Background: an optimization exercise with open tools, aiming at a short achievable clock period and few clock cycles. Do not read the settings as production practice. Where RTL was checked, it was by simulation tests only, not by an equivalence proof against the original.

==> inputs of build 88 <==
Design cr16_core, start of the top module:
module cr16_core
       (input wire I_CLK,
        input wire I_NRESET,
        input wire [15:0] I_MEM_DATA,
        input wire [15:0] I_EXT_MEM_DATA,
        output wire [15:0] O_MEM_DATA,
        output wire [15:0] O_MEM_ADDRESS,
        output wire O_MEM_WRITE_ENABLE,
        output wire [15:0] O_EXT_MEM_DATA,
        output wire [15:0] O_EXT_MEM_ADDRESS,
        output wire O_EXT_MEM_WRITE_ENABLE);
Settings: LEC_CHECK=0, CAP_MARGIN=80, CORE_MARGIN=2, CORE_UTILIZATION=40, SLEW_MARGIN=80; clock period 15.0 ns.
run.sh (not shown) runs the stock make flow with config.mk's settings and CLKGATE_MAP_FILE= SYNTH_SCRIPT=/design/flow/synth_recipe.tcl, a recipe that flattens the netlist after the stock synthesis.
==> build 3: changes against build 88 <==
--- a/flow/config.mk
+++ b/flow/config.mk
@@ -6,6 +6,6 @@
 export NUM_CORES = 4
 export LEC_CHECK = 0
-export CAP_MARGIN = 80
+export CAP_MARGIN = 20
 export CORE_MARGIN = 2
 export CORE_UTILIZATION = 40
-export SLEW_MARGIN = 80
+export SLEW_MARGIN = 20
==> results.cfg <==
[timing]
post-route-period-util_pct = 36.4

[setup_path]
r2r_slack_ns = 9.55
worst-path-buf-inv = 11
worst_path_most_repeated_cell = buf_2

[finish]
sh_seq_area_pct = 30.2
final_nets = 5958
multi_input_area_um2 = 31700

[outcome]
status = no timing/DRC/antenna violations

[placement]
place_ws_ns = 9.42
Source of the figures above: build 88

==> results.cfg <==
[finish]
multi_input_area_um2 = 28400
layoutNonFillerInstCount = 7109

[setup_path]
worst-path-buf-inv = 0
r2r_slack_ns = 8.36
worst_path_most_repeated_cell = o221ai_1

[placement]
place_ws_ns = 8.46

[timing]
post-route-period-util_pct = 44.2

[outcome]
status = no timing/DRC/antenna violations

[logic_synthesis]
async_flop_share_pct = 100
Source of the figures above: build 3

Testbench counts of build 88, summed over its fixed seeds: cycles 363,852.
Testbench counts of build 3, summed over its fixed seeds: cycles 363,852.

==> inputs of run a <==
cr16_core, a different RTL version from the one above (not shown whole).
clock: 15.0 ns
lec_check: 0
cap_margin: 80
core_margin: 2
core_utilization: 40
slew_margin: 80
==> run b: changes against run a <==
--- a/flow/design.v
+++ b/flow/design.v
@@ -50,11 +50,15 @@
 reg ar_pt;                
 reg [15:0] ar_ptgt;
 reg [31:0] btb_v;
 reg [31:0][10:0] btb_tag;
 reg [31:0][15:0] btb_tgt;
-reg [31:0] btb_r;         
+reg [31:0] btb_r;
+reg bu_set, bu_clr, bu_r;
+reg [4:0] bu_idx;
+reg [10:0] bu_tag;
+reg [15:0] bu_tgt;         
 reg [3:0][15:0] ras;
 reg [31:0] fidx;          
 reg bt_v, bt_r;
 reg [10:0] bt_tag;
 reg [15:0] bt_tgt0;
@@ -79,23 +83,23 @@
 reg ret_q, ret_a;         
 reg lq_v, lq_x, la_v, la_x, lq_c, la_c;
 reg [3:0] lq_rd, la_rd;
 reg [15:0] lq_cd, la_cd;
 wire [15:0] ldata = la_c ? la_cd : la_x ? I_EXT_MEM_DATA : I_MEM_DATA;
-reg [15:0] wc_v;
+reg [7:0] wc_v;
 reg [15:0] sp1;           
 reg sp1_ok;
-reg [15:0][15:0] wc_a, wc_d;
+reg [7:0][15:0] wc_a, wc_d;
 reg [2:0][15:0] qi, qpc, qpc1, qptgt;
 reg [2:0] qpt;
 reg [2:0] qh, qt;
 reg [1:0] qn;
 reg ir_v, irpt;
 reg [15:0] ir, irpc, r_pc1, irptgt;
 reg e_v;
 reg [15:0] opa, opx, opb, e_sd, e_tgt, e_pc, e_pc1, e_ptgt;
-reg e_pt, e_chit, e_topa;
+reg e_pt, e_chit, e_topa, e_lsf;
 reg [15:0] e_cdata;
 reg [3:0] sh;
 reg [3:0] e_rd, e_ldrd, e_cc;
 reg e_add, e_addc, e_sub, e_not, e_and, e_or, e_xor, e_lsh, e_rsh;
 reg e_alu, e_mul, e_ssf, e_wrd;
@@ -137,11 +141,11 @@
 always @(*) begin
     alu_r = 16'b0;
     if (e_add || e_sub) alu_r = sum[15:0];
     if (e_not) alu_r = ~opa;
     if (e_and) alu_r = opa & opb;
-    if (e_or)  alu_r = opa | opb;
+    if (e_or)  alu_r = opa | opb | {11'b0, e_lsf ? flags : 5'b0};    
     if (e_xor) alu_r = opa ^ opb;
     if (e_lsh) alu_r = opb << sh;
     if (e_rsh) alu_r = opb >> sh;
 end
 reg [4:0] alu_f;
@@ -253,21 +257,23 @@
     hz = v && ((urs && rs_ == r) || (urd && rd_ == r) || (usp && r == 4'd15));
 endfunction
 wire r_stall = hz(e_isld, e_ldrd, u_rs, u_rd, u_sp, rsf, rdf) ||
                hz(lq_v, lq_rd, u_rs, u_rd, u_sp, rsf, rdf) ||
                (d_mul && (fa || fb || la_a || la_b)) ||
-               (d_lsf && e_v && (e_alu || e_ssf)) ||
                (d_ret && (fb || la_b || (wb_v && wb_rd == 4'd15)));
 wire issue = iv && !r_stall && !e_stall && !kill;
+wire r_pbr = d_ret || d_calld || (d_bc && rdf != 4'hF && (ir[7] || rdf == 4'hE));
+wire rdr = iv && !irpt && r_pbr && !kill;
+wire [15:0] ras_eff = (e_go && e_call) ? e_pc1 : (e_go && e_ret) ? ras[1] : ras[0];
 wire lk_sp = d_pop || d_ret;
 wire sp_cur = !fb && !la_b && !(wb_v && wb_rd == 4'd15) && sp1_ok;    
 wire [15:0] lk_a = lk_sp ? sp1 : ra_w;
 wire lk_fwd = lk_sp ? !sp_cur : (fa || la_a);
 wire e_wr_hit = e_mw && opb == lk_a;
-wire c_hit = wc_v[lk_a[3:0]] && wc_a[lk_a[3:0]] == lk_a;
+wire c_hit = wc_v[lk_a[2:0]] && wc_a[lk_a[2:0]] == lk_a;
 wire r_hit = (lk_sp || d_load) && !lk_fwd && (e_wr_hit || c_hit);
-wire [15:0] r_cd = e_wr_hit ? e_wdat : wc_d[lk_a[3:0]];
+wire [15:0] r_cd = e_wr_hit ? e_wdat : wc_d[lk_a[2:0]];
 reg [15:0] opa_e;
 always @(*) begin
     if (d_movil)
         opa_e = {rb_w[15:8], ir[7:0]};
     else if (d_moviu)
@@ -289,11 +295,11 @@
 wire a_lo_f = (a_reg && fa) || (d_moviu && fb);
 wire a_hi_l = (a_reg && la_a) || (d_movil && la_b);
 wire a_lo_l = (a_reg && la_a) || (d_moviu && la_b);
 wire [15:0] opa_d, opa_n, opx_d;
 assign opa_n[15:8] = a_hi_l ? ldata[15:8] : opa_e[15:8];
-assign opa_n[7:0]  = a_lo_l ? ldata[7:0] : d_lsf ? {3'b0, flags} : opa_e[7:0];
+assign opa_n[7:0]  = a_lo_l ? ldata[7:0] : opa_e[7:0];
 assign opa_d[15:8] = a_hi_f ? e_wd[15:8] : opa_n[15:8];
 assign opa_d[7:0]  = a_lo_f ? e_wd[7:0] : opa_n[7:0];
 wire [15:0] subm = {16{r_sub}};
 wire [15:0] opx_sp = r_sub ? 16'hFFFE : 16'h0001;
 assign opx_d[15:8] = (a_hi_f && !u_sp) ? e_wd[15:8] ^ subm[15:8] :
@@ -305,13 +311,16 @@
 wire [15:0] sd_d = r_pc1;
 wire [15:0] r_disp = d_bc ? {{8{ir[7]}}, ir[7:0]} : {{4{ir[11]}}, ir[11:0]};
 wire t_imm = d_bc || d_calld;
 wire [16:0] r_tgt17 = add16(r_pc1, r_disp, 1'b0);
 wire [15:0] r_tgt = r_tgt17[15:0];
+wire [15:0] r_ptgt = d_ret ? ras_eff : r_tgt;
 wire [15:0] tgt_d = d_ret ? r_cd : r_tgt;
-wire enq = ar_f && !kill;
-wire ar_f_n = rq_f && !kill;
+wire a_pt = ar_pt;
+wire [15:0] a_ptgt = ar_ptgt;
+wire enq = ar_f && !kill && !rdr;
+wire ar_f_n = rq_f && !kill && !rdr;
 wire [2:0] held = {1'b0, qn} + {2'b0, ir_v};
 wire room = (held <= 3'd1) || (held == 3'd2 && !(ar_f && rq_f)) || (held == 3'd3 && !(ar_f || rq_f));
 wire ir_take = issue || !ir_v;          
 wire q_deq = ir_take && qn != 2'd0;    
 wire q_enq = enq && !(ir_take && qn == 2'd0);
@@ -337,10 +346,16 @@
         ar_ptgt  <= 16'b0;
         btb_v    <= 32'b0;
         btb_tag  <= '0;
         btb_tgt  <= '0;
         btb_r    <= 32'b0;
+        bu_set   <= 1'b0;
+        bu_clr   <= 1'b0;
+        bu_r     <= 1'b0;
+        bu_idx   <= 5'b0;
+        bu_tag   <= 11'b0;
+        bu_tgt   <= 16'b0;
         ras      <= '0;
         qpt      <= 3'b0;
         ir_v     <= 1'b0;
         irpt     <= 1'b0;
         ir       <= 16'b0;
@@ -352,16 +367,17 @@
         e_pc1    <= 16'b0;
         e_ptgt   <= 16'b0;
         e_pt     <= 1'b0;
         e_chit   <= 1'b0;
         e_topa   <= 1'b0;
+        e_lsf    <= 1'b0;
         e_cdata  <= 16'b0;
         lq_c     <= 1'b0;
         la_c     <= 1'b0;
         lq_cd    <= 16'b0;
         la_cd    <= 16'b0;
-        wc_v     <= 16'b0;
+        wc_v     <= 8'b0;
         sp1      <= 16'd1;
         sp1_ok   <= 1'b1;
         wc_a     <= '0;
         wc_d     <= '0;
         pend_v   <= 1'b0;
@@ -432,13 +448,13 @@
         lq_c  <= e_chit && !e_loadx;
         lq_cd <= e_cdata;
         la_c  <= lq_c;
         la_cd <= lq_cd;
         if (e_mw) begin
-            wc_v[opb[3:0]] <= 1'b1;
-            wc_a[opb[3:0]] <= opb;
-            wc_d[opb[3:0]] <= e_wdat;
+            wc_v[opb[2:0]] <= 1'b1;
+            wc_a[opb[2:0]] <= opb;
+            wc_d[opb[2:0]] <= e_wdat;
         end
         lq_x  <= e_loadx;
         lq_rd <= e_ldrd;
         la_v  <= lq_v;
         la_x  <= lq_x;
@@ -459,21 +475,27 @@
             pend_v   <= 1'b1;
             pend_tgt <= e_rt;
         end
         mwe   <= e_mw;
         rq_f  <= 1'b0;
-        nextf <= succ;
+        nextf <= rdr ? r_ptgt : succ;
         if (e_mw || e_mr) begin
             maddr <= e_ma;
             mwd   <= e_wdat;
         end
         else if (mispr) begin
             maddr <= fix_tgt;
             fpc   <= fix_tgt;
             fidx   <= 32'b1 << fix_tgt[4:0];
             rq_f  <= 1'b1;
         end
+        else if (rdr) begin
+            maddr <= r_ptgt;
+            fpc   <= r_ptgt;
+            fidx  <= 32'b1 << r_ptgt[4:0];
+            rq_f  <= 1'b1;
+        end
         else if (pend_v) begin
             pend_v <= 1'b0;
             maddr  <= pend_tgt;
             fpc    <= pend_tgt;
             fidx    <= 32'b1 << pend_tgt[4:0];
@@ -493,35 +515,50 @@
         end
         if (e_go && e_call)
             ras <= {ras[2:0], e_pc1};
         else if (e_go && e_ret)
             ras <= {ras[3], ras[3:1]};
-        if (e_go && e_ctl) begin
-            if (taken) begin
-                btb_v[e_pc[4:0]]   <= 1'b1;
-                btb_tag[e_pc[4:0]] <= e_pc[15:5];
-                btb_tgt[e_pc[4:0]] <= e_rt;
-                btb_r[e_pc[4:0]]   <= e_ret;
-            end
-            else if (e_pt)
-                btb_v[e_pc[4:0]] <= 1'b0;
+        bu_set <= e_go && e_ctl && taken;
+        bu_clr <= e_go && e_ctl && !taken && e_pt;
+        bu_idx <= e_pc[4:0];
+        bu_tag <= e_pc[15:5];
+        bu_tgt <= e_rt;
+        bu_r   <= e_ret;
+        if (bu_set) begin
+            btb_v[bu_idx]   <= 1'b1;
+            btb_tag[bu_idx] <= bu_tag;
+            btb_tgt[bu_idx] <= bu_tgt;
+            btb_r[bu_idx]   <= bu_r;
         end
+        else if (bu_clr)
+            btb_v[bu_idx] <= 1'b0;
         for (i = 0; i < 3; i = i + 1) begin
-            if (q_enq && qt[i]) begin
+            if (enq && qt[i]) begin    
                 qi[i]    <= I_MEM_DATA;
                 qpc[i]   <= ar_pc;
                 qpc1[i]  <= ar_pc1;
-                qpt[i]   <= ar_pt;
-                qptgt[i] <= ar_ptgt;
+                qpt[i]   <= a_pt;
+                qptgt[i] <= a_ptgt;
             end
         end
         if (kill) begin
             qh <= 3'b1;
             qt <= 3'b1;
             qn <= 2'b0;
             ir_v <= 1'b0;
         end
+        else if (rdr) begin
+            qh <= 3'b1;
+            qt <= 3'b1;
+            qn <= 2'b0;
+            if (issue)
+                ir_v <= 1'b0;
+            else begin
+                irpt   <= 1'b1;
+                irptgt <= r_ptgt;
+            end
+        end
         else begin
             if (q_enq) qt <= {qt[1:0], qt[2]};
             if (q_deq) qh <= {qh[1:0], qh[2]};
             qn <= q_deq ? (q_enq ? qn : qn - 2'd1) : (q_enq ? qn + 2'd1 : qn);
             if (ir_take) begin
@@ -535,12 +572,12 @@
                 end
                 else begin
                     ir     <= I_MEM_DATA;
                     irpc   <= ar_pc;
                     r_pc1  <= ar_pc1;
-                    irptgt <= ar_ptgt;
-                    irpt   <= ar_pt;
+                    irptgt <= a_ptgt;
+                    irpt   <= a_pt;
                 end
             end
         end
         if (!e_stall && d_mul) begin
             ma <= opa_e;
@@ -557,14 +594,15 @@
                 opx    <= opx_d;
                 opb    <= opb_d;
                 e_sd   <= sd_d;
                 e_tgt  <= tgt_d;
                 e_topa <= d_jc || d_call;
+                e_lsf  <= d_lsf;
                 e_pc   <= irpc;
                 e_pc1  <= r_pc1;
-                e_pt   <= irpt;
-                e_ptgt <= irptgt;
+                e_pt   <= irpt || rdr;
+                e_ptgt <= rdr ? r_ptgt : irptgt;
                 e_chit <= r_hit;
                 e_cdata <= r_cd;
                 e_rd   <= u_sp ? 4'd15 : rdf;
                 e_ldrd <= rdf;
                 e_cc   <= rdf;
==> flow/flow/run.sh (new file) <==
#!/bin/bash
# Layout flow: the standard flow, with the delay cells (clkdlybuf4s*, dlygate4sd*,
# dlymetal6s*) kept out of the layout steps so that buffering and resizing use ordinary buffers.
# The synthesis is the standard one, unchanged. Each step's full output goes to its own log here.
set -euo pipefail
DU="sky130_fd_sc_hd__probe_p_8 sky130_fd_sc_hd__probec_p_8 sky130_fd_sc_hd__lpflow_bleeder_1 sky130_fd_sc_hd__lpflow_clkbufkapwr_1 sky130_fd_sc_hd__lpflow_clkbufkapwr_16 sky130_fd_sc_hd__lpflow_clkbufkapwr_2 sky130_fd_sc_hd__lpflow_clkbufkapwr_4 sky130_fd_sc_hd__lpflow_clkbufkapwr_8 sky130_fd_sc_hd__lpflow_clkinvkapwr_1 sky130_fd_sc_hd__lpflow_clkinvkapwr_16 sky130_fd_sc_hd__lpflow_clkinvkapwr_2 sky130_fd_sc_hd__lpflow_clkinvkapwr_4 sky130_fd_sc_hd__lpflow_clkinvkapwr_8 sky130_fd_sc_hd__lpflow_decapkapwr_12 sky130_fd_sc_hd__lpflow_decapkapwr_3 sky130_fd_sc_hd__lpflow_decapkapwr_4 sky130_fd_sc_hd__lpflow_decapkapwr_6 sky130_fd_sc_hd__lpflow_decapkapwr_8 sky130_fd_sc_hd__lpflow_inputiso0n_1 sky130_fd_sc_hd__lpflow_inputiso0p_1 sky130_fd_sc_hd__lpflow_inputiso1n_1 sky130_fd_sc_hd__lpflow_inputiso1p_1 sky130_fd_sc_hd__lpflow_inputisolatch_1 sky130_fd_sc_hd__lpflow_isobufsrc_1 sky130_fd_sc_hd__lpflow_isobufsrc_16 sky130_fd_sc_hd__lpflow_isobufsrc_2 sky130_fd_sc_hd__lpflow_isobufsrc_4 sky130_fd_sc_hd__lpflow_isobufsrc_8 sky130_fd_sc_hd__lpflow_isobufsrckapwr_16 sky130_fd_sc_hd__lpflow_lsbuf_lh_hl_isowell_tap_1 sky130_fd_sc_hd__lpflow_lsbuf_lh_hl_isowell_tap_2 sky130_fd_sc_hd__lpflow_lsbuf_lh_hl_isowell_tap_4 sky130_fd_sc_hd__lpflow_lsbuf_lh_isowell_4 sky130_fd_sc_hd__lpflow_lsbuf_lh_isowell_tap_1 sky130_fd_sc_hd__lpflow_lsbuf_lh_isowell_tap_2 sky130_fd_sc_hd__lpflow_lsbuf_lh_isowell_tap_4  sky130_fd_sc_hd__clkdlybuf4s15_1 sky130_fd_sc_hd__clkdlybuf4s15_2 sky130_fd_sc_hd__clkdlybuf4s18_1 sky130_fd_sc_hd__clkdlybuf4s18_2 sky130_fd_sc_hd__clkdlybuf4s25_1 sky130_fd_sc_hd__clkdlybuf4s25_2 sky130_fd_sc_hd__clkdlybuf4s50_1 sky130_fd_sc_hd__clkdlybuf4s50_2 sky130_fd_sc_hd__dlygate4sd1_1 sky130_fd_sc_hd__dlygate4sd2_1 sky130_fd_sc_hd__dlygate4sd3_1 sky130_fd_sc_hd__dlymetal6s2s_1 sky130_fd_sc_hd__dlymetal6s4s_1 sky130_fd_sc_hd__dlymetal6s6s_1"
bash standard.sh synth > run_synth.log 2>&1
bash standard.sh "DONT_USE_CELLS=$DU" finish > run_layout.log 2>&1
==> flow/standard.sh (new file) <==
#!/bin/bash
# synth_recipe.tcl (not shown) runs the flow's synth.tcl, then flattens the netlist and writes it again
# the make line also repeats each setting of config.mk as NAME=value (left out here)
make -C /OpenROAD-flow-scripts/flow DESIGN_CONFIG=/design/flow/config.mk WORK_HOME=/design/flow/orfs CLKGATE_MAP_FILE= SYNTH_SCRIPT=/design/flow/synth_recipe.tcl "${@:-finish}"
Settings changed: SLEW_MARGIN 80 to 60.
removed: flow/run.sh
==> run c: changes against run a <==
==> flow/flow/run.sh (new file) <==
#!/bin/bash
# Layout flow: the standard flow, with the delay cells (clkdlybuf4s*, dlygate4sd*,
# dlymetal6s*) kept out of the layout steps so that buffering and resizing use ordinary buffers.
# The synthesis is the standard one, unchanged. Each step's full output goes to its own log here.
set -euo pipefail
DU="sky130_fd_sc_hd__probe_p_8 sky130_fd_sc_hd__probec_p_8 sky130_fd_sc_hd__lpflow_bleeder_1 sky130_fd_sc_hd__lpflow_clkbufkapwr_1 sky130_fd_sc_hd__lpflow_clkbufkapwr_16 sky130_fd_sc_hd__lpflow_clkbufkapwr_2 sky130_fd_sc_hd__lpflow_clkbufkapwr_4 sky130_fd_sc_hd__lpflow_clkbufkapwr_8 sky130_fd_sc_hd__lpflow_clkinvkapwr_1 sky130_fd_sc_hd__lpflow_clkinvkapwr_16 sky130_fd_sc_hd__lpflow_clkinvkapwr_2 sky130_fd_sc_hd__lpflow_clkinvkapwr_4 sky130_fd_sc_hd__lpflow_clkinvkapwr_8 sky130_fd_sc_hd__lpflow_decapkapwr_12 sky130_fd_sc_hd__lpflow_decapkapwr_3 sky130_fd_sc_hd__lpflow_decapkapwr_4 sky130_fd_sc_hd__lpflow_decapkapwr_6 sky130_fd_sc_hd__lpflow_decapkapwr_8 sky130_fd_sc_hd__lpflow_inputiso0n_1 sky130_fd_sc_hd__lpflow_inputiso0p_1 sky130_fd_sc_hd__lpflow_inputiso1n_1 sky130_fd_sc_hd__lpflow_inputiso1p_1 sky130_fd_sc_hd__lpflow_inputisolatch_1 sky130_fd_sc_hd__lpflow_isobufsrc_1 sky130_fd_sc_hd__lpflow_isobufsrc_16 sky130_fd_sc_hd__lpflow_isobufsrc_2 sky130_fd_sc_hd__lpflow_isobufsrc_4 sky130_fd_sc_hd__lpflow_isobufsrc_8 sky130_fd_sc_hd__lpflow_isobufsrckapwr_16 sky130_fd_sc_hd__lpflow_lsbuf_lh_hl_isowell_tap_1 sky130_fd_sc_hd__lpflow_lsbuf_lh_hl_isowell_tap_2 sky130_fd_sc_hd__lpflow_lsbuf_lh_hl_isowell_tap_4 sky130_fd_sc_hd__lpflow_lsbuf_lh_isowell_4 sky130_fd_sc_hd__lpflow_lsbuf_lh_isowell_tap_1 sky130_fd_sc_hd__lpflow_lsbuf_lh_isowell_tap_2 sky130_fd_sc_hd__lpflow_lsbuf_lh_isowell_tap_4  sky130_fd_sc_hd__clkdlybuf4s15_1 sky130_fd_sc_hd__clkdlybuf4s15_2 sky130_fd_sc_hd__clkdlybuf4s18_1 sky130_fd_sc_hd__clkdlybuf4s18_2 sky130_fd_sc_hd__clkdlybuf4s25_1 sky130_fd_sc_hd__clkdlybuf4s25_2 sky130_fd_sc_hd__clkdlybuf4s50_1 sky130_fd_sc_hd__clkdlybuf4s50_2 sky130_fd_sc_hd__dlygate4sd1_1 sky130_fd_sc_hd__dlygate4sd2_1 sky130_fd_sc_hd__dlygate4sd3_1 sky130_fd_sc_hd__dlymetal6s2s_1 sky130_fd_sc_hd__dlymetal6s4s_1 sky130_fd_sc_hd__dlymetal6s6s_1"
bash standard.sh synth > run_synth.log 2>&1
bash standard.sh "DONT_USE_CELLS=$DU" finish > run_layout.log 2>&1
==> flow/standard.sh (new file) <==
#!/bin/bash
# synth_recipe.tcl (not shown) runs the flow's synth.tcl, then flattens the netlist and writes it again
# the make line also repeats each setting of config.mk as NAME=value (left out here)
make -C /OpenROAD-flow-scripts/flow DESIGN_CONFIG=/design/flow/config.mk WORK_HOME=/design/flow/orfs CLKGATE_MAP_FILE= SYNTH_SCRIPT=/design/flow/synth_recipe.tcl "${@:-finish}"
removed: flow/run.sh
==> out/results.tsv <==
stage	metric	value	unit
status	outcome	no timing/DRC/antenna violations	
grt	grt_use_met3	6.69	%
synth	synth_compound_area_share	17.4	%
synth	synth_simple_gate_area_share	12.9	%
setup_path	crit_path_start	ir[7]$_DFFE_PN0P_	
grt	grtUsageMet2	47.8	%
The numbers above come from run c.

==> out/results.tsv <==
stage	metric	value	unit
routing	drc	0	
routing	dr.pass1.iters	7	
synth	synth_compound_area_share	16.1	%
setup_path	crit_path_start	ir[0]$_DFFE_PN0P_	
setup_path	r2r_cells	20	
status	outcome	no timing/DRC/antenna violations	
grt	grtUsageMet2	54.0	%
The numbers above come from run b.

==> out/results.tsv <==
stage	metric	value	unit
status	outcome	no timing/DRC/antenna violations	
setup_path	crit_path_start	ir[7]$_DFFE_PN0P_	
setup_path	path_cells	buf_8 > buf_16 > or3b_4 > a211oi_4 > buf_1 > buf_6 > o41ai_2 > clkdlybuf4s25_1 > clkdlybuf4s50_1 > buf_1 > a21oi_4 > buf_8 > nor2_1 > a32oi_1 > clkdlybuf4s50_1 > and4b_1 > nor4_2 > clkdlybuf4s50_1 > a2111oi_4 > clkdlybuf4s50_1 > clkdlybuf4s50_1 > o2111ai_1 > o21ai_1	
grt	grt_use_met3	5.92	%
grt	grtUsageMet2	47.0	%
synth	synth_compound_area_share	17.4	%
The numbers above come from run a.

Testbench counts of run b, summed over its fixed seeds: cycles 300,718.
For run a and run c, only the layout was checked, not whether the RTL still works.

-- separate check: timing with driven ports --
The results above use ideal ports. As a check the final layouts listed here were re-extracted and re-timed, cells and wires unchanged.
Step 1: set_driving_cell puts a clkbuf_16 on I_CLK and a buf_2 on each other input, an assumption about the parent block.
Step 2 moves the port delays by t, midway between the first and last clock arrival at a register: inputs arrive t later, outputs are due t later. That takes back most of the time a late clock gives input paths.
Slacks: ideal / step 1 / step 2; pairs: ideal / step 1.
run | t, ns | setup slack, ns | worst register clock-pin slew, ns | worst data-port slew with drivers (ns)
build 88 | 0.770 | 9.546 / 9.546 / 9.546 | 0.07 / 0.07 | 0.05
build 3 | 0.774 | 8.364 / 8.364 / 8.364 | 0.07 / 0.07 | 0.05
run a | 0.972 | 8.196 / 8.196 / 8.196 | 0.07 / 0.07 | 0.12
run b | 1.004 | 9.316 / 9.316 / 9.316 | 0.07 / 0.07 | 0.10
run c | 1.002 | 9.240 / 9.240 / 8.861 | 0.07 / 0.07 | 0.08
After both steps setup and hold are still met in every run listed. The setup slack of run c, which loses most, moves by 0.000 ns with the drivers and by -0.379 ns with both steps. The worst setup slack also covers recovery checks on asynchronous resets.
